Background: an optimization exercise with open tools, aiming at a short achievable clock period and few clock cycles. Do not read the settings as production practice.
Function was checked by simulation only, so behaviour that the tests miss may differ from the original.
No activity file was given, so power comes from the tool's default toggle rates.

$ cat design/flow/run.sh
#!/bin/bash
# synth_recipe.tcl (not shown) runs the flow's synth.tcl, then flattens the netlist and writes it again
# the make line also repeats each setting of config.mk as NAME=value (left out here)
make -C /OpenROAD-flow-scripts/flow DESIGN_CONFIG=/design/flow/config.mk WORK_HOME=/design/flow/orfs CLKGATE_MAP_FILE= SYNTH_SCRIPT=/design/flow/synth_recipe.tcl finish
$ cat design/flow/config.mk
export PLATFORM = sky130hd
export DESIGN_NAME = Risc_16_bit
export DESIGN_NICKNAME = Risc_16_bit
export VERILOG_FILES = /design/flow/design.v
export SDC_FILE = /design/flow/constraint.sdc
export NUM_CORES = 4
export LEC_CHECK = 0
export CAP_MARGIN = 20
export CORE_MARGIN = 2
export CORE_UTILIZATION = 40
export SLEW_MARGIN = 20
$ cat design/flow/constraint.sdc
create_clock -name core_clock -period 6.4 [get_ports {clk}]
set_input_delay 1.2800 -clock core_clock [delete_from_list [all_inputs] [get_ports {clk}]]
set_output_delay 1.2800 -clock core_clock [all_outputs]
set_load 0.01 [all_outputs]
$ cat design/flow/design.v
`timescale 1ns / 1ps
module Risc_16_bit(
 input clk,
 input rst,
 output [15:0] imem_addr,
 input  [15:0] imem_data,
 output        dmem_we,
 output [2:0]  dmem_addr,
 output [15:0] dmem_wdata
);
 wire jump,bne,beq,mem_read,mem_write,alu_src,reg_dst,mem_to_reg,reg_write;
 wire[1:0] alu_op;
 wire [3:0] opcode;
 Datapath_Unit DU
 (
  .clk(clk),
  .rst(rst),
  .imem_addr(imem_addr),
  .imem_data(imem_data),
  .trace_we(dmem_we),
  .trace_addr(dmem_addr),
  .trace_wdata(dmem_wdata),
  .jump(jump),
  .beq(beq),
  .mem_read(mem_read),
  .mem_write(mem_write),
  .alu_src(alu_src),
  .reg_dst(reg_dst),
  .mem_to_reg(mem_to_reg),
  .reg_write(reg_write),
  .bne(bne),
  .alu_op(alu_op),
  .opcode(opcode)
 );
 Control_Unit control
 (
  .opcode(opcode),
  .reg_dst(reg_dst),
  .mem_to_reg(mem_to_reg),
  .alu_op(alu_op),
  .jump(jump),
  .bne(bne),
  .beq(beq),
  .mem_read(mem_read),
  .mem_write(mem_write),
  .alu_src(alu_src),
  .reg_write(reg_write)
 );
endmodule
`timescale 1ns / 1ps
module Datapath_Unit(
 input clk,
 input rst,
 output [15:0] imem_addr,
 input  [15:0] imem_data,
 output trace_we,
 output [2:0] trace_addr,
 output [15:0] trace_wdata,
 input jump,beq,mem_read,mem_write,alu_src,reg_dst,mem_to_reg,reg_write,bne,
 input[1:0] alu_op,
 output[3:0] opcode
);
 reg  [15:0] pc_current;
 wire [15:0] pc_next,pc2;
 wire [15:0] instr;
 wire [2:0] reg_write_dest;
 wire [15:0] reg_write_data;
 wire [2:0] reg_read_addr_1;
 wire [15:0] reg_read_data_1;
 wire [2:0] reg_read_addr_2;
 wire [15:0] reg_read_data_2;
 wire [15:0] ext_im,read_data2;
 wire [2:0] ALU_Control;
 wire [15:0] ALU_out;
 wire zero_flag;
 wire [15:0] PC_j, PC_beq, PC_2beq,PC_2bne,PC_bne;
 wire beq_control;
 wire bne_control;
 wire [12:0] jump_shift;
 wire [15:0] mem_read_data;
 always @(posedge clk)
 begin 
   if (rst)
     pc_current <= 16'd0;
   else
     pc_current <= pc_next;
 end
 assign pc2 = pc_current + 16'd2;
 assign imem_addr = pc_current;
 assign instr = imem_data;
 assign jump_shift = {instr[11:0],1'b0};
 assign reg_write_dest = (reg_dst==1'b1) ? instr[5:3] :instr[8:6];
 assign reg_read_addr_1 = instr[11:9];
 assign reg_read_addr_2 = instr[8:6];
 GPRs reg_file
 (
  .clk(clk),
  .rst(rst),
  .reg_write_en(reg_write),
  .reg_write_dest(reg_write_dest),
  .reg_write_data(reg_write_data),
  .reg_read_addr_1(reg_read_addr_1),
  .reg_read_data_1(reg_read_data_1),
  .reg_read_addr_2(reg_read_addr_2),
  .reg_read_data_2(reg_read_data_2)
 );
 assign ext_im = {{10{instr[5]}},instr[5:0]};  
 alu_control ALU_Control_unit(.ALUOp(alu_op),.Opcode(instr[15:12]),.ALU_Cnt(ALU_Control));
 assign read_data2 = (alu_src==1'b1) ? ext_im : reg_read_data_2;
 ALU alu_unit(.a(reg_read_data_1),.b(read_data2),.alu_control(ALU_Control),.result(ALU_out),.zero(zero_flag));
 assign PC_beq = pc2 + {ext_im[14:0],1'b0};
 assign PC_bne = pc2 + {ext_im[14:0],1'b0};
 assign beq_control = beq & zero_flag;
 assign bne_control = bne & (~zero_flag);
 assign PC_2beq = (beq_control==1'b1) ? PC_beq : pc2;
 assign PC_2bne = (bne_control==1'b1) ? PC_bne : PC_2beq;
 assign PC_j = {pc2[15:13],jump_shift};
 assign pc_next = (jump == 1'b1) ? PC_j :  PC_2bne;
  Data_Memory dm
   (
    .clk(clk),
    .rst(rst),
    .trace_we(trace_we),
    .trace_addr(trace_addr),
    .trace_wdata(trace_wdata),
    .mem_access_addr(ALU_out),
    .mem_write_data(reg_read_data_2),
    .mem_write_en(mem_write),
    .mem_read(mem_read),
    .mem_read_data(mem_read_data)
   );
 assign reg_write_data = (mem_to_reg == 1'b1)?  mem_read_data: ALU_out;
 assign opcode = instr[15:12];
endmodule
`timescale 1ns / 1ps
module Control_Unit(
      input[3:0] opcode,
      output reg[1:0] alu_op,
      output reg jump,beq,bne,mem_read,mem_write,alu_src,reg_dst,mem_to_reg,reg_write    
    );
always @(*)
begin
 case(opcode) 
 4'b0000:  
   begin
    reg_dst = 1'b0;
    alu_src = 1'b1;
    mem_to_reg = 1'b1;
    reg_write = 1'b1;
    mem_read = 1'b1;
    mem_write = 1'b0;
    beq = 1'b0;
    bne = 1'b0;
    alu_op = 2'b00;
    jump = 1'b0;   
   end
 4'b0001: 
   begin
    reg_dst = 1'b0;
    alu_src = 1'b1;
    mem_to_reg = 1'b0;
    reg_write = 1'b0;
    mem_read = 1'b0;
    mem_write = 1'b1;
    beq = 1'b0;
    bne = 1'b0;
    alu_op = 2'b00;
    jump = 1'b0;   
   end
 4'b0010:  
   begin
    reg_dst = 1'b1;
    alu_src = 1'b0;
    mem_to_reg = 1'b0;
    reg_write = 1'b1;
    mem_read = 1'b0;
    mem_write = 1'b0;
    beq = 1'b0;
    bne = 1'b0;
    alu_op = 2'b10;
    jump = 1'b0;   
   end
 4'b0011:  
   begin
    reg_dst = 1'b1;
    alu_src = 1'b0;
    mem_to_reg = 1'b0;
    reg_write = 1'b1;
    mem_read = 1'b0;
    mem_write = 1'b0;
    beq = 1'b0;
    bne = 1'b0;
    alu_op = 2'b10;
    jump = 1'b0;   
   end
 4'b0100:  
   begin
    reg_dst = 1'b1;
    alu_src = 1'b0;
    mem_to_reg = 1'b0;
    reg_write = 1'b1;
    mem_read = 1'b0;
    mem_write = 1'b0;
    beq = 1'b0;
    bne = 1'b0;
    alu_op = 2'b10;
    jump = 1'b0;   
   end
 4'b0101:  
   begin
    reg_dst = 1'b1;
    alu_src = 1'b0;
    mem_to_reg = 1'b0;
    reg_write = 1'b1;
    mem_read = 1'b0;
    mem_write = 1'b0;
    beq = 1'b0;
    bne = 1'b0;
    alu_op = 2'b10;
    jump = 1'b0;   
   end
 4'b0110:  
   begin
    reg_dst = 1'b1;
    alu_src = 1'b0;
    mem_to_reg = 1'b0;
    reg_write = 1'b1;
    mem_read = 1'b0;
    mem_write = 1'b0;
    beq = 1'b0;
    bne = 1'b0;
    alu_op = 2'b10;
    jump = 1'b0;   
   end
 4'b0111:  
   begin
    reg_dst = 1'b1;
    alu_src = 1'b0;
    mem_to_reg = 1'b0;
    reg_write = 1'b1;
    mem_read = 1'b0;
    mem_write = 1'b0;
    beq = 1'b0;
    bne = 1'b0;
    alu_op = 2'b10;
    jump = 1'b0;   
   end
 4'b1000:  
   begin
    reg_dst = 1'b1;
    alu_src = 1'b0;
    mem_to_reg = 1'b0;
    reg_write = 1'b1;
    mem_read = 1'b0;
    mem_write = 1'b0;
    beq = 1'b0;
    bne = 1'b0;
    alu_op = 2'b10;
    jump = 1'b0;   
   end
 4'b1001:  
   begin
    reg_dst = 1'b1;
    alu_src = 1'b0;
    mem_to_reg = 1'b0;
    reg_write = 1'b1;
    mem_read = 1'b0;
    mem_write = 1'b0;
    beq = 1'b0;
    bne = 1'b0;
    alu_op = 2'b10;
    jump = 1'b0;   
   end
 4'b1011: 
   begin
    reg_dst = 1'b0;
    alu_src = 1'b0;
    mem_to_reg = 1'b0;
    reg_write = 1'b0;
    mem_read = 1'b0;
    mem_write = 1'b0;
    beq = 1'b1;
    bne = 1'b0;
    alu_op = 2'b01;
    jump = 1'b0;   
   end
 4'b1100:
   begin
    reg_dst = 1'b0;
    alu_src = 1'b0;
    mem_to_reg = 1'b0;
    reg_write = 1'b0;
    mem_read = 1'b0;
    mem_write = 1'b0;
    beq = 1'b0;
    bne = 1'b1;
    alu_op = 2'b01;
    jump = 1'b0;   
   end
 4'b1101: 
   begin
    reg_dst = 1'b0;
    alu_src = 1'b0;
    mem_to_reg = 1'b0;
    reg_write = 1'b0;
    mem_read = 1'b0;
    mem_write = 1'b0;
    beq = 1'b0;
    bne = 1'b0;
    alu_op = 2'b00;
    jump = 1'b1;   
   end   
 default: begin
    reg_dst = 1'b1;
    alu_src = 1'b0;
    mem_to_reg = 1'b0;
    reg_write = 1'b1;
    mem_read = 1'b0;
    mem_write = 1'b0;
    beq = 1'b0;
    bne = 1'b0;
    alu_op = 2'b00;
    jump = 1'b0; 
   end
 endcase
 end
endmodule
`timescale 1ns / 1ps
module alu_control(
    input [1:0] ALUOp,
    input [3:0] Opcode,
    output reg [2:0] ALU_Cnt
);
always @(*) begin
    case(ALUOp)
        2'b00: ALU_Cnt = 3'b000;  
        2'b01: ALU_Cnt = 3'b001;  
        2'b10: begin  
            case(Opcode)
                4'b0010: ALU_Cnt = 3'b000;  
                4'b0011: ALU_Cnt = 3'b001;  
                4'b0100: ALU_Cnt = 3'b010;  
                4'b0101: ALU_Cnt = 3'b011;  
                4'b0110: ALU_Cnt = 3'b100;  
                4'b0111: ALU_Cnt = 3'b101;  
                4'b1000: ALU_Cnt = 3'b110;  
                4'b1001: ALU_Cnt = 3'b111;  
                default: ALU_Cnt = 3'b000;
            endcase
        end
        default: ALU_Cnt = 3'b000;
    endcase
end
endmodule
module ALU(
 input  [15:0] a,  
 input  [15:0] b,  
 input  [2:0] alu_control, 
 output reg [15:0] result,  
 output zero
    );
always @(*)
begin 
 case(alu_control)
 3'b000: result = a + b; 
 3'b001: result = a - b; 
 3'b010: result = ~a;
 3'b011: result = a<<b;
 3'b100: result = a>>b;
 3'b101: result = a & b;
 3'b110: result = a | b; 
 3'b111: begin if (a<b) result = 16'd1;
    else result = 16'd0;
    end
 default:result = a + b; 
 endcase
end
assign zero = (result==16'd0) ? 1'b1: 1'b0;
endmodule
`timescale 1ns / 1ps
module GPRs(
 input    clk,
 input    rst,
 input    reg_write_en,
 input  [2:0] reg_write_dest,
 input  [15:0] reg_write_data,
 input  [2:0] reg_read_addr_1,
 output  [15:0] reg_read_data_1,
 input  [2:0] reg_read_addr_2,
 output  [15:0] reg_read_data_2
);
 reg [15:0] reg_array [7:0];
 integer i;
 always @ (posedge clk ) begin
   if (rst) begin
    for(i=0;i<8;i=i+1)
     reg_array[i] <= 16'd0;
   end
   else if(reg_write_en) begin
    reg_array[reg_write_dest] <= reg_write_data;
   end
 end
 assign reg_read_data_1 = reg_array[reg_read_addr_1];
 assign reg_read_data_2 = reg_array[reg_read_addr_2];
endmodule
`timescale 1ns / 1ps
module Data_Memory(
 input clk,
 input rst,
 output reg        trace_we,
 output reg [2:0]  trace_addr,
 output reg [15:0] trace_wdata,
 input [15:0]   mem_access_addr,
 input [15:0]   mem_write_data,
 input     mem_write_en,
 input mem_read,
 output [15:0]   mem_read_data
);
reg [16 - 1:0] memory [8 - 1:0];
wire [2:0] ram_addr=mem_access_addr[2:0];
integer i;
 always @(posedge clk) begin
  if (rst) begin
   for (i = 0; i < 8; i = i + 1)
    memory[i] <= 16'd0;
  end
  else if (mem_write_en)
   memory[ram_addr] <= mem_write_data;
 end
 always @(posedge clk) begin
  if (rst) begin
   trace_we    <= 1'b0;
   trace_addr  <= 3'd0;
   trace_wdata <= 16'd0;
  end
  else begin
   trace_we    <= mem_write_en;
   trace_addr  <= ram_addr;
   trace_wdata <= mem_write_data;
  end
 end
 assign mem_read_data = (mem_read==1'b1) ? memory[ram_addr]: 16'd0; 
endmodule
==> impl_metrics.json <==
{
  "grt_first_pass_wirelength_microns": 102000,
  "run_status": "no timing/DRC/antenna violations",
  "netlist_instances": 1856,
  "fin_crit_ns": 6.209,
  "seq_power_share_pct": 32.5,
  "synth_area_sq_mm": 0.01952,
  "coreArea_sq_mm": 0.04795,
  "viasPerCell": 5.900,
  "reg2reg_from": "DU.reg_file.reg_array[4][0]",
  "hold_ws_ns": 0.6514,
  "area_delta_synth_final_pct": 21.68,
  "antenna_found_initial": 0,
  "p_int_uw": 4529,
  "setup_violations": 0,
  "wire_per_inst_microns": 24.64,
  "critPathSlowestCell": "mux4_2",
  "final_core_util_pct": 49.54,
  "h-tree-depth": 2,
  "cts-root-buf": "clkbuf_16",
  "port_buffers": 52,
  "net-switching-power_uw": 2392,
  "power_density_mw_per_mm2": 291.4,
  "crit_path_start_kind": "primary input",
  "synth_cell_types": 100,
  "regArea_sq_mm": 0.008388,
  "grt_max_degree": 55,
  "ir_worst_vdd_v": 0.0002083,
  "syn_nets": 1942,
  "overflow": 0,
  "clock_path_buffers": 3,
  "ant_nets": 0,
  "synth_flop_cell": "edfxtp_1",
  "gp_congestion": 0.9886,
  "cap_viol_max_count": 0,
  "use_met1_pct": 38.38,
  "worst-path-max-fanout": 14,
  "swShare_pct": 34.57,
  "final_hold_viol_count": 0,
  "power.share.clock_pct": 27.7,
  "endpoint_kind": "register",
  "ios": 54,
  "path_clk_slew_ns": 0.06,
  "drt_pass1_iterations": 7,
  "die-area_sq_mm": 0.05058,
  "fin_worst_skew_ns": 0.01684,
  "path_cells": "clkdlybuf4s50_1, buf_12, mux4_2, mux2i_4, ha_1, inv_1, fa_1, a211oi_1, o21ai_0, buf_4, a31oi_1, xnor2_1, a21oi_1, nor2_1, o2111a_1, o22ai_1, nor4_1, and4_4, mux2i_4, buf_12, nand3_1, a311oi_2",
  "worstSetupStartpoint": "imem_data[10]",
  "clock_latency_ns": 0.54,
  "busiest_layer": "met2",
  "min_from": "DU.pc_current[14]",
  "syn_area_per_cell_sq_um": 10.52,
  "postSynth.asyncResetShare_pct": 0,
  "diodes": 0,
  "worstPathArrival_ns": 6.66,
  "fmax_ghz": 0.1611,
  "synth_seq_cells": 291,
  "met3_usage_pct": 3.690,
  "route.detailed.drc": 0,
  "min_period_over_period_pct": 97.02,
  "rsz0062_at_grt": "no",
  "post_cts_buffers": 0,
  "grt_use_met2_pct": 42.12,
  "grt_pass1_vias": 15932,
  "crit_type": "primary input to register",
  "multiInputGateArea_sq_mm": 0.01034,
  "tightestPinTransition_ns": 1.113,
  "drv_slew": 0,
  "synth_edf_count": 256,
  "die_h_microns": 224.9,
  "p_leak_uw": 0.009683,
  "num_vias": 16296,
  "cts_buffers": 34,
  "p_comb_share_pct": 39.8,
  "initial_core_util_pct": 40.71,
  "rows": 80,
  "cts_tree": "done",
  "drt-total-wl_microns": 68070,
  "place_hpwl_microns": 51840,
  "ys_seq_area_share_pct": 42.97,
  "fill_cells": 4341,
  "drive_gt1_share_pct": 22.50,
  "crit_required_ns": 6.85,
  "maxSlewHeadroom_pct": 25.80,
  "die_width_microns": 224.9,
  "nets": 2211,
  "max_stage_delay_ns": 0.53,
  "drt_iter0_drc": 1552,
  "gr-usage-all-layers_pct": 27.03,
  "hold_class": "register to register",
  "yosysWarnings": 6,
  "finalSetupTns_ns": 0,
  "cts_sinks": 291
}
## placed cells by master, fill, tap and decap left out, types with 19 or more instances in the layout
master,n
xnor2_1,31
clkdlybuf4s50_1,49
o22ai_1,22
buf_4,272
a22oi_1,19
buf_12,19
clkbuf_16,34
nand2b_1,22
nor3_1,33
and2_1,25
mux4_2,35
mux2_2,29
edfxtp_1,256
nand2_1,119
o21ai_0,31
a21oi_1,48
dfxtp_1,35
nor2_1,283
nand3_1,32
inv_1,49
ha_1,65
nor2b_1,76
mux2i_1,204
## area by class of cell
type | count | area share, %
sequential | 291 | 35.32
multi-input combinational | 1396 | 43.55
inverter | 58 | 0.9483
timing repair buffer | 344 | 12.39
clock inverter | 13 | 0.6743
tap | 615 | 3.240
clock buffer | 45 | 3.883
## layer usage
metal  share of wire, %  vias to the layer above
met5                  0                        -
met4                3.8                        0
met3                6.5                      139
met2                 45                      631
met1                 44                     8120
li1                   -                     7406
## synthesized netlist by cell type, types with 7 or more instances
cell	number	share of area [%]
a21o_1	16	0.62
a21oi_1	48	1.2
a221oi_1	7	0.31
a22o_1	9	0.40
a22oi_1	19	0.73
a311oi_2	8	0.62
a31oi_1	9	0.29
and2_1	25	0.80
and3_1	14	0.45
and4_1	8	0.36
buf_1	7	0.13
buf_2	25	0.64
buf_4	17	0.65
buf_6	11	0.63
clkbuf_1	50	0.96
dfxtp_1	35	3.6
edfxtp_1	256	39
ha_1	65	4.2
inv_1	49	0.94
inv_2	8	0.15
mux2_2	29	1.7
mux2i_1	206	11
mux4_2	35	4.0
nand2_1	119	2.3
nand2b_1	24	0.77
nand3_1	32	0.82
nand4_1	12	0.38
nor2_1	285	5.5
nor2b_1	76	2.4
nor3_1	33	0.85
nor4_1	10	0.32
o211ai_1	10	0.38
o21ai_0	31	0.79
o21ai_1	16	0.41
o21bai_1	14	0.54
o22ai_1	22	0.71
o31ai_1	11	0.42
or2_2	10	0.32
or3_1	11	0.35
or4_1	9	0.35
xnor2_1	31	1.4
xor2_1	13	0.58
## cell families (layout without fill, tap and decap cells)
group | after synthesis | in the layout | share of synthesized area [%]
muxes | 282 | 282 | 17.31
AOI/OAI and AO/OA | 303 | 303 | 11.58
buffers and inverters | 169 | 460 | 4.256
adders and majority gates | 68 | 68 | 4.474
xor gates and xnor gates | 44 | 44 | 1.974
DFF | 291 | 291 | 42.97
and+or+nand+nor | 698 | 698 | 17.41
other | 1 | 1 | 0.01921
## state kept, by name (all words and copies together) (netlist names)
name and flops:
DU.dm.memory 128, DU.reg_file.reg_array 128, DU.dm.trace_wdata 16, DU.pc_current 15, DU.dm.trace_addr 3, DU.dm.trace_we 1
## worst max-delay path: cells and delay by family
| family | cells | cell delay, ns |
|---|---|---|
| mux | 3 | 1.00 |
| fa+ha+maj | 2 | 0.66 |
| simple gates | 4 | 0.89 |
| xor+xnor | 1 | 0.15 |
| buf+inv | 5 | 1.09 |
| compound gates | 7 | 1.57 |
## power by group through the flow
stage / combinational [uW] / sequential, uW / clock [uW]
2_1_floorplan: 1540 / 2270 / 0
3_3_place_gp: 2700 / 2280 / 0
3_5_place_dp: 2710 / 2290 / 0
4_1_cts: 2720 / 2250 / 1950
5_1_grt: 2920 / 2260 / 2020
6_report: 2760 / 2250 / 1920
## worst paths after layout
kind | slack (ns) | depth (start not counted) | end
worst max register to register | 1.26 | 20 | DU.pc_current[12]
worst min-delay path | 0.65 | 3 | DU.pc_current[14]
worst min register to register | 0.65 | 3 | DU.pc_current[14]
worst max-delay path | 0.19 | 22 | DU.pc_current[12]
## timing repair
action	CTS	global route
endpoints found under the setup margin	0	14
resized for setup	0	4
hold buffers	0	0
## through the flow
stage               std cells  setup WS [ns]  total power [uW]  instance area (sq um)
finish                   2762         0.1910              6921                  23750
CTS                      2762         0.2263              6917                  23730
floorplan                1856        0.01783              3807                  19530
detailed placement       2704        -0.3076              4992                  22650
global placement         2704        -0.2107              4986                  22650
global route             2762        0.03294              7199                  23750
Testbench counts, summed over its fixed seeds: cycles 24,079.

## separate check: timing with driven ports
Ports are ideal in the flow. The routed layout listed here was re-timed in OpenROAD.
Step 1: set_driving_cell puts a clkbuf_16 on clk and a buf_2 on each other input, an assumption about the parent block.
Step 2, shift: input delay + t, output delay - t, t = (earliest + latest rising clock arrival at the registers) / 2. This alone moves slack from input paths to output paths.
a / b / c = no drivers / after step 1 / after step 2; a / b = the first two.
t (ns): 0.583
slack for setup (ns): 0.191 / 0.223 / -0.360
worst setup path at the end: input to register
latest minus earliest clock arrival (ns): 0.017 / 0.017
cell pins on the clock port's net: 1
With both steps, setup timing fails in this run, where it was met with ideal ports. The setup slack of this run moves by +0.032 ns with the drivers and by -0.551 ns with both steps.
